Source: an optimization exercise on an open RTL-to-GDS flow (aim: small area). Production flows keep margins and buffers that such runs may drop. Power is estimated from default activity; no workload was simulated.

==> flow/design.v (excerpt) <==
module multiply_matrix
(
    input clk,
    input load,
	input load_w,
	input [159:0] c,
    input [63:0] a,
	input [63:0] b,
    output logic [159:0] out
);
	logic [63:0] w [0:7];
	logic [63:0] a1;
	logic [31:0] a2;
	logic [47:0] e2, e3;
	logic [9:0] n2;
	logic [159:0] s0a, s0b, s1a, s1b;
	logic [159:0] s [2:7];
	logic [47:0] e_lo, e_hi;
	logic [9:0] n1;
	booth_enc enc_lo (.a(a1[31:0]), .e(e_lo));
	booth_enc enc_hi (.a(a2), .e(e_hi));
	negsum ns (.a(a1), .n(n1));
	logic [15:0] nzn2, nzn3;
	assign nzn2 = e2[15:0] & e2[31:16];
	assign nzn3 = e3[15:0] & e3[31:16];
	logic [159:0] t0a, t0b, t1a, t1b, sum;
	genvar j;
	generate
		for (j = 0; j < 8; j = j + 1) begin : g_dot
			dot_lo dl (.onen(e2[15:0]), .twon(e2[31:16]), .negn(e2[47:32]), .nzn(nzn2), .w(w[j][31:0]),
				.acc0(c[20*j +: 20]), .n(n2), .sa(t0a[20*j +: 20]), .sb(t0b[20*j +: 20]));
			dot_hi dh (.onen(e3[15:0]), .twon(e3[31:16]), .negn(e3[47:32]), .nzn(nzn3), .w(w[j][63:32]),
				.acc0(s0a[20*j +: 20]), .acc1(s0b[20*j +: 20]),
				.sa(t1a[20*j +: 20]), .sb(t1b[20*j +: 20]));
			cpa20 ad (.a(s1a[20*j +: 20]), .b(s1b[20*j +: 20]), .s(sum[20*j +: 20]));
		end
	endgenerate
	integer i;
	always @(posedge clk) begin
		if (load_w) begin
			w[0] <= b;
			for (i = 1; i < 8; i = i + 1)
				w[i] <= w[i-1];
		end
		if (load) begin
			a1 <= a;
			e2 <= e_lo;
			n2 <= n1;
			a2 <= a1[63:32];
			e3 <= e_hi;
			s0a <= t0a;
			s0b <= t0b;
			s1a <= t1a;
			s1b <= t1b;
			s[2] <= sum;
			for (i = 3; i < 8; i = i + 1)
				s[i] <= s[i-1];
		end
	end
	assign out = s[7];
endmodule
==> flow/config.mk <==
export PLATFORM = sky130hd
export DESIGN_NAME = multiply_matrix
export DESIGN_NICKNAME = multiply_matrix
export VERILOG_FILES = /design/flow/design.v
export SDC_FILE = /design/flow/constraint.sdc
export NUM_CORES = 8
export LEC_CHECK = 0
export CAP_MARGIN = 20
export CORE_MARGIN = 2
export CORE_UTILIZATION = 60
export CTS_BUF_LIST = sky130_fd_sc_hd__clkbuf_8 sky130_fd_sc_hd__clkbuf_16
export CTS_CLUSTER_DIAMETER = 60
export CTS_CLUSTER_SIZE = 20
export PLACE_DENSITY = 0.72
export SLEW_MARGIN = 20
export SYNTH_HIERARCHICAL = 1
==> flow/constraint.sdc <==
create_clock -name core_clock -period 5.0 [get_ports {clk}]
set_input_delay 1.0000 -clock core_clock [delete_from_list [all_inputs] [get_ports {clk}]]
set_output_delay 1.0000 -clock core_clock [all_outputs]
set_load 0.01 [all_outputs]
standard.sh (not shown) runs the stock make flow with config.mk's settings and CLKGATE_MAP_FILE= SYNTH_SCRIPT=/design/flow/synth_recipe.tcl, a recipe that flattens the netlist after the stock synthesis.
==> flow/flow/run.sh <==
#!/bin/bash
# Layout: the standard flow (standard.sh, unchanged synthesis and steps),
# with the input and output port buffers made of sky130_fd_sc_hd__buf_1.
set -euo pipefail
export BUFFER_PORTS_ARGS="-buffer_cell sky130_fd_sc_hd__buf_1"
bash standard.sh > standard_flow.log 2>&1
Then changed:
==> flow/run.sh (new file) <==
#!/bin/bash
# synth_recipe.tcl (not shown) runs the flow's synth.tcl, then flattens the netlist and writes it again
# the make line also repeats each setting of config.mk as NAME=value (left out here)
make -C /OpenROAD-flow-scripts/flow DESIGN_CONFIG=/design/flow/config.mk WORK_HOME=/design/flow/orfs CLKGATE_MAP_FILE= SYNTH_SCRIPT=/design/flow/synth_recipe.tcl finish
Settings changed: CORE_UTILIZATION 60 to 40, CTS_BUF_LIST sky130_fd_sc_hd__clkbuf_8 sky130_fd_sc_hd__clkbuf_16 to sky130_fd_sc_hd__clkbuf_4 sky130_fd_sc_hd__clkbuf_8, PLACE_DENSITY 0.72 to unset.
removed: flow/flow/run.sh
removed: flow/standard.sh
The changed run passed the timing, design-rule and antenna checks. Setup slack is worse by 0.078 ns. Worst hold slack gains 0.11 ns. Sequential cell count is unchanged. Area after synthesis stays the same. Combinational power is higher by about 0.6%. Design area goes up by 2.7%. Cell count climbs by 13%. Sequential power hardly moves. Routed wire length is higher by 8.9%.
Then changed:
Settings changed: CORE_UTILIZATION 40 to 60, CTS_BUF_LIST sky130_fd_sc_hd__clkbuf_4 sky130_fd_sc_hd__clkbuf_8 to sky130_fd_sc_hd__clkbuf_8 sky130_fd_sc_hd__clkbuf_16, PLACE_DENSITY set to 0.72.
What happened: Non-clock buffer count fell by 78. Count of clock-buffer cells in the layout drops by 84. Via count climbs by 2.6%. Synthesized cell count stays the same. Worst hold slack gets better by 0.084 ns. First-iteration DRC count increases by 23%. Power increases by 0.84%.
No run of this note included a check of the RTL's function; only the layout flow was run.

## what the ideal ports hide
Ports are ideal in the flow. The routed layouts listed here were re-timed in OpenROAD.
Step 1: set_driving_cell puts a clkbuf_16 on clk and a buf_2 on each other input, an assumption about the parent block.
Step 2 times the ports against the registers' clock, not the clock port: input delays grow and output delays shrink by t, the midpoint of the rising clock arrivals with the driver on.
Three values: ideal ports, drivers, drivers and shift; two values: the first two.
run	t (ns)	setup WS [ns]	clock arrival spread, ns
the first run	1.028	0.209 / 0.209 / 0.209	0.060 / 0.060
the second run	1.236	0.130 / 0.130 / 0.130	0.130 / 0.129
the third run	1.014	0.126 / 0.126 / 0.126	0.068 / 0.068
After both steps every run listed still meets setup and hold.
